Background: an optimization exercise with open tools, aiming at a short achievable clock period and few clock cycles per item. Do not read the settings as production practice.
Only simulation tests tie the RTL to the original design; equivalence was not proved.
Power and IR drop assume default switching activity.

== exp/sierra ==
==> flow/design.v <==
module cpu(clk, rst, imem_addr, imem_rdata, dmem_addr, dmem_rdata, dmem_we, dmem_wdata);
  input clk;
  input rst;
  output [9:0] imem_addr;
  input [31:0] imem_rdata;
  output [9:0] dmem_addr;
  input [31:0] dmem_rdata;
  output dmem_we;
  output [31:0] dmem_wdata;
  reg [31:0] RF [1:31];
  reg [31:0] wRes, w2Res;      
  reg [4:0] wDest;             
  reg [4:0] eDest;
  reg eSW, eK;
  wire [4:0] eDestV = eK ? 5'd0 : eDest;
  wire eSWV = eSW & ~eK;
  reg [15:0] bhtH, bhtL;
  integer k;
  reg uV, uInv;
  reg [3:0] uIdx;
  reg [9:0] PC;
  wire [31:0] fI = imem_rdata;
  wire fJ = fI[31:26] == 6'd2;
  wire fBr = fI[31:27] == 5'b00010;
  wire fInv = bhtH[PC[3:0]];
  wire fPT = fBr & (fI[15] ^ fInv);
  wire [9:0] fPC1 = PC + 10'd1;
  wire [9:0] fBT;
  add10c u_fbt(.a(PC), .b(fI[9:0]), .ci(1'b1), .s(fBT));
  wire [9:0] fNext0 = fJ ? fI[9:0] : fBr & fI[15] ? fBT : fPC1;
  wire [9:0] fNext1 = fJ ? fI[9:0] : fBr & ~fI[15] ? fBT : fPC1;
  wire [9:0] fNext = fInv ? fNext1 : fNext0;
  wire [9:0] fAlt = fInv ^ fI[15] ? fPC1 : fBT;
  wire [4:0] fRs = fI[25:21], fRt = fI[20:16];
  wire [31:0] fA0 = fRs[2:0] == 3'd0 ? 32'd0 : RF[{2'd0, fRs[2:0]}];
  wire [31:0] fA1 = RF[{2'd1, fRs[2:0]}], fA2 = RF[{2'd2, fRs[2:0]}], fA3 = RF[{2'd3, fRs[2:0]}];
  wire [31:0] fB0 = fRt[2:0] == 3'd0 ? 32'd0 : RF[{2'd0, fRt[2:0]}];
  wire [31:0] fB1 = RF[{2'd1, fRt[2:0]}], fB2 = RF[{2'd2, fRt[2:0]}], fB3 = RF[{2'd3, fRt[2:0]}];
  reg [31:0] dI;
  reg [31:0] dA0, dA1, dA2v, dA3v, dB0, dB1, dB2v, dB3v;
  reg dV, dPT, dA2, dA3, dB2, dB3;
  reg [3:0] gA, gB;            
  reg dStall;                  
  reg [9:0] dAlt;
  reg [3:0] dIdx;
  wire [5:0] dOp = dI[31:26], dFn = dI[5:0];
  wire [4:0] dRs = dI[25:21], dRt = dI[20:16], dRd = dI[15:11];
  wire dR = dOp == 6'd0;
  wire dSLL = dR & dFn == 6'd0, dSRL = dR & dFn == 6'd2, dADD = dR & dFn == 6'd32,
       dSUB = dR & dFn == 6'd34, dAND = dR & dFn == 6'd36, dOR = dR & dFn == 6'd37,
       dNOR = dR & dFn == 6'd39;
  wire dADDI = dOp == 6'd8, dANDI = dOp == 6'd12, dORI = dOp == 6'd13,
       dLW = dOp == 6'd35, dSW = dOp == 6'd43, dBEQ = dOp == 6'd4, dBNE = dOp == 6'd5;
  wire dRW = dSLL | dSRL | dADD | dSUB | dAND | dOR | dNOR;
  wire dIW = dADDI | dANDI | dORI | dLW;
  wire [4:0] dDest = dRW ? dRd : dIW ? dRt : 5'd0;
  wire dImm = dADDI | dANDI | dORI;
  wire [31:0] dSimm = {{16{dI[15]}}, dI[15:0]};
  wire [31:0] dA = ({32{gA[0]}} & dA0) | ({32{gA[1]}} & dA1) | ({32{gA[2]}} & dA2v) | ({32{gA[3]}} & dA3v);
  wire [31:0] dB = ({32{gB[0]}} & dB0) | ({32{gB[1]}} & dB1) | ({32{gB[2]}} & dB2v) | ({32{gB[3]}} & dB3v);
  wire [31:0] dAv = dA2 ? wRes : dA3 ? w2Res : dA;
  wire [31:0] dBv = dB2 ? wRes : dB3 ? w2Res : dB;
  wire [9:0] dAddr;
  add10c u_addr(.a(dAv[9:0]), .b(dI[11:2]), .ci(1'b0), .s(dAddr));
  wire dMA = eDestV != 5'd0 & eDestV == dRs;
  wire dMB = eDestV != 5'd0 & eDestV == dRt;
  wire dGo = dV & ~dStall;
  wire fLW = fI[31:26] == 6'd35, fMem = fLW | fI[31:26] == 6'd43;
  wire fStall = (fMem & dGo & dDest != 5'd0 & dDest == fRs) | (fLW & dGo & dSW);
  reg eBeq, eBne, ePT, eSt;
  reg [3:0] eIdx;
  reg [9:0] eAlt, eAddr, mAddr;
  reg [31:0] eA, eB, eO2;      
  reg eSub;
  reg [4:0] eSh;
  reg sAdd, sAnd, sOr, sNor, sSll, sSrl, sLw;
  reg eZok, eZsh;              
  reg [31:0] eZm;              
  reg sWe;
  reg [31:0] sData;
  wire [32:0] sumx = {eA, 1'b1} + {eO2, eSub};
  wire [31:0] sum = sumx[32:1];
  wire [31:0] res = ({32{sAdd}} & sum) | ({32{sAnd}} & (eA & eO2)) | ({32{sOr}} & (eA | eO2))
                  | ({32{sNor}} & ~(eA | eO2)) | ({32{sSll}} & (eB << eSh))
                  | ({32{sSrl}} & (eB >> eSh)) | ({32{sLw}} & dmem_rdata);
  wire eEq = eA == eB;
  wire eBr = ~eK & (eBeq | eBne);
  wire eTaken = eBeq ? eEq : ~eEq;
  wire eMis = eBr & (eTaken ^ ePT);
  wire [31:0] eZv = eZsh ? eB & eZm : ({32{sAnd}} & (eA & eO2)) | ({32{sOr}} & (eA | eO2))
                                      | ({32{sNor}} & ~(eA | eO2));
  wire eZ = eZv == 32'd0;
  wire [4:0] dX = dRs == 5'd0 ? dRt : dRs;
  wire dEarly = dV & (dBEQ | dBNE) & ((dRs == 5'd0) ^ (dRt == 5'd0)) & eZok & eDestV == dX;
  wire dTakenE = dBEQ ? eZ : ~eZ;
  wire dMisE = dEarly & (dTakenE ^ dPT);
  wire [31:0] nA = dMA ? res : dAv;
  wire [31:0] nB = dMB ? res : dBv;
  assign imem_addr = PC;
  assign dmem_addr = mAddr;
  assign dmem_we = sWe;
  assign dmem_wdata = sData;
  always @(posedge clk) begin
    if(rst) begin
      PC <= 10'd0;
      dV <= 1'b0;
      bhtH <= 16'd0;
      bhtL <= 16'd0;
      uV <= 1'b0;
      eDest <= 5'd0;
      eSW <= 1'b0;
      eBeq <= 1'b0;
      eBne <= 1'b0;
      eK <= 1'b0;
      dStall <= 1'b0;
      wDest <= 5'd0;
      sWe <= 1'b0;
    end else begin
      if(eMis) begin
        PC <= eAlt;
        dV <= 1'b0;
      end else if(dMisE) begin
        PC <= dAlt;
        dV <= 1'b0;
      end else if(~dStall) begin
        PC <= fNext;
        dV <= 1'b1;
      end
      for(k = 0; k < 16; k = k + 1)
        if(uV & uIdx == k) begin
          bhtH[k] <= uInv ? bhtH[k] | bhtL[k] : bhtH[k] & bhtL[k];
          bhtL[k] <= uInv ? ~bhtL[k] | bhtH[k] : ~bhtL[k] & bhtH[k];
        end
      uV <= eBr;
      eDest <= dGo ? dDest : 5'd0;
      eSW <= dGo & dSW;
      eBeq <= dGo & dBEQ;
      eBne <= dGo & dBNE;
      eK <= eMis;
      dStall <= ~eMis & ~dStall & fStall;
      wDest <= eDestV;
      sWe <= eSWV;
    end
    uIdx <= eIdx;
    uInv <= eTaken ^ eSt;
    if(~dStall) begin
      dI <= fI;
      dPT <= fPT;
      dAlt <= fAlt;
      dIdx <= PC[3:0];
      gA <= 4'd1 << fI[25:24];
      gB <= 4'd1 << fI[20:19];
      dA0 <= fA0; dA1 <= fA1; dA2v <= fA2; dA3v <= fA3;
      dB0 <= fB0; dB1 <= fB1; dB2v <= fB2; dB3v <= fB3;
      dA2 <= eDestV != 5'd0 & eDestV == fRs;
      dB2 <= eDestV != 5'd0 & eDestV == fRt;
      dA3 <= wDest != 5'd0 & wDest == fRs;
      dB3 <= wDest != 5'd0 & wDest == fRt;
    end else begin
      dA0 <= dAv; dA1 <= dAv; dA2v <= dAv; dA3v <= dAv;
      dB0 <= dBv; dB1 <= dBv; dB2v <= dBv; dB3v <= dBv;
      dA2 <= dMA;
      dB2 <= dMB;
      dA3 <= 1'b0;
      dB3 <= 1'b0;
    end
    ePT <= dPT ^ dMisE;
    eSt <= dI[15];
    eIdx <= dIdx;
    eAlt <= dAlt;
    eAddr <= dAddr;
    mAddr <= eSWV ? eAddr : dAddr;
    eA <= nA;
    eB <= nB;
    eO2 <= dImm ? dSimm : nB ^ {32{dSUB}};
    eSub <= dSUB;
    eSh <= dI[10:6];
    sAdd <= dADD | dSUB | dADDI;
    sAnd <= dAND | dANDI;
    sOr <= dOR | dORI;
    sNor <= dNOR;
    sSll <= dSLL;
    sSrl <= dSRL;
    sLw <= dLW;
    eZok <= dSLL | dSRL | dAND | dANDI | dOR | dORI | dNOR;
    eZsh <= dSLL | dSRL;
    eZm <= dSLL ? 32'hffffffff >> dI[10:6] : 32'hffffffff << dI[10:6];
    sData <= eB;
    wRes <= res;
    w2Res <= wRes;
    if(wDest != 5'd0) RF[wDest] <= wRes;
  end
endmodule
module add10c(a, b, ci, s);
  input [9:0] a, b;
  input ci;
  output [9:0] s;
  wire [10:0] x = {a, 1'b1} + {b, ci};
  assign s = x[10:1];
endmodule
clock: 7.5 ns
lec_check: 0
cap_margin: 20
core_margin: 2
core_utilization: 40
setup_slack_margin: 5
slew_margin: 20
synth_hierarchical: 1
standard.sh (not shown) runs the stock make flow with config.mk's settings and CLKGATE_MAP_FILE= SYNTH_SCRIPT=/design/flow/synth_recipe.tcl, a recipe that flattens the netlist after the stock synthesis.
==> flow/flow/run.sh <==
#!/bin/bash
# The standard layout (standard.sh) with these changes:
# - synthesis leaves Yosys's adders to ABC instead of mapping them to the
#   library's full/half-adder cells, and ABC maps for delay (structural choices, then its classic
#   mapper; flow/abc.script) instead of ORFS's speed script;
set -o pipefail
export ADDER_MAP_FILE=
export MY_ABC_SCRIPT=$PWD/flow/abc.script
# The standard flow's synthesis script with the ABC script replaced
{ head -n 1 synth_recipe.tcl
  cat <<'EOT'
proc abc {args} {
  set i [lsearch -exact $args -script]
  if {$i >= 0} { set args [lreplace $args $i [expr {$i + 1}] -script $::env(MY_ABC_SCRIPT)] }
  yosys abc {*}$args
}
EOT
  tail -n +2 synth_recipe.tcl; } > flow_synth.tcl
bash standard.sh SYNTH_SCRIPT=$PWD/flow_synth.tcl SETUP_SLACK_MARGIN=5 finish 2>&1 | tee standard.log
==> flow/flow/abc.script <==
strash
dch
map -D 300
buffer -c
topo
stime -c
upsize -c
dnsize -c
Testbench counts of exp/sierra, summed over its fixed seeds: cycles 46,044, instructions 44,290.
What exp/harbor does differently from exp/sierra at the input level:
diff --git a/flow/config.mk b/flow/config.mk
--- a/flow/config.mk
+++ b/flow/config.mk
@@ -9,3 +9,3 @@
 export CORE_MARGIN = 2
-export CORE_UTILIZATION = 40
+export CORE_UTILIZATION = 30
 export SETUP_SLACK_MARGIN = 5
Results
Total core area ended up 65000 µm² higher on exp/harbor than on exp/sierra. Per the comparison of exp/harbor with exp/sierra, fmax rose 11%, switching power increased by about 1.4% relative to the old numbers.
Modified inputs, exp/nickel compared to exp/harbor
diff --git a/flow/flow/run.sh b/flow/flow/run.sh
--- a/flow/flow/run.sh
+++ b/flow/flow/run.sh
@@ -3,4 +3,4 @@
 # - synthesis leaves Yosys's adders to ABC instead of mapping them to the
-#   library's full/half-adder cells, and ABC maps for delay (structural choices, then its classic
-#   mapper; flow/abc.script) instead of ORFS's speed script;
+#   library's full/half-adder cells, and ABC maps for delay with its classic
+#   mapper (flow/abc.script) instead of ORFS's speed script;
 set -o pipefail
==> flow/flow/abc.script <==
strash
map -D 300
buffer -c
topo
stime -c
upsize -c
dnsize -c
diff --git a/flow/config.mk b/flow/config.mk
--- a/flow/config.mk
+++ b/flow/config.mk
@@ -9,3 +9,3 @@
 export CORE_MARGIN = 2
-export CORE_UTILIZATION = 30
+export CORE_UTILIZATION = 50
 export SETUP_SLACK_MARGIN = 5
Notes after the runs:
- Going from exp/harbor to exp/nickel, the final core utilization was found to have gone up by 25 points.
- [compare] base=exp/harbor new=exp/nickel: slew at the pin closest to its max-slew limit lost 0.060 ns, required arrival time at the worst endpoint picked up an extra 2.20 ns.
- Summary of exp/nickel over exp/harbor: clock-buffer cell count went down by 1, share of post-route cells with drive strength above 1 flat, internal power component -0.26 mW.

-- re-timing with driven ports --
The flow's constraints put no driver on any port. The routed layouts listed below were extracted and timed again, unchanged, in two steps. Step 1, drivers: a clkbuf_16 drives clk and a buf_2 each remaining input, both assumed. Step 2 moves the port delays by t, midway between the first and last clock arrival at a register: inputs arrive t later, outputs are due t later. That takes back most of the time a late clock gives input paths. Slacks: ideal / step 1 / step 2; pairs: ideal / step 1.
run | shift t [ns] | slack for setup (ns) | worst setup path at the end
exp/sierra | 0.937 | 4.329 / 4.391 / 3.454 | input to register
exp/harbor | 0.952 | 4.646 / 4.543 / 3.839 | input to register
exp/nickel | 0.929 | 4.489 / 4.489 / 3.806 | input to register
After both steps every run listed still meets setup and hold. The setup slack of exp/sierra, which loses most, moves by +0.062 ns with the drivers and by -0.875 ns with both steps.
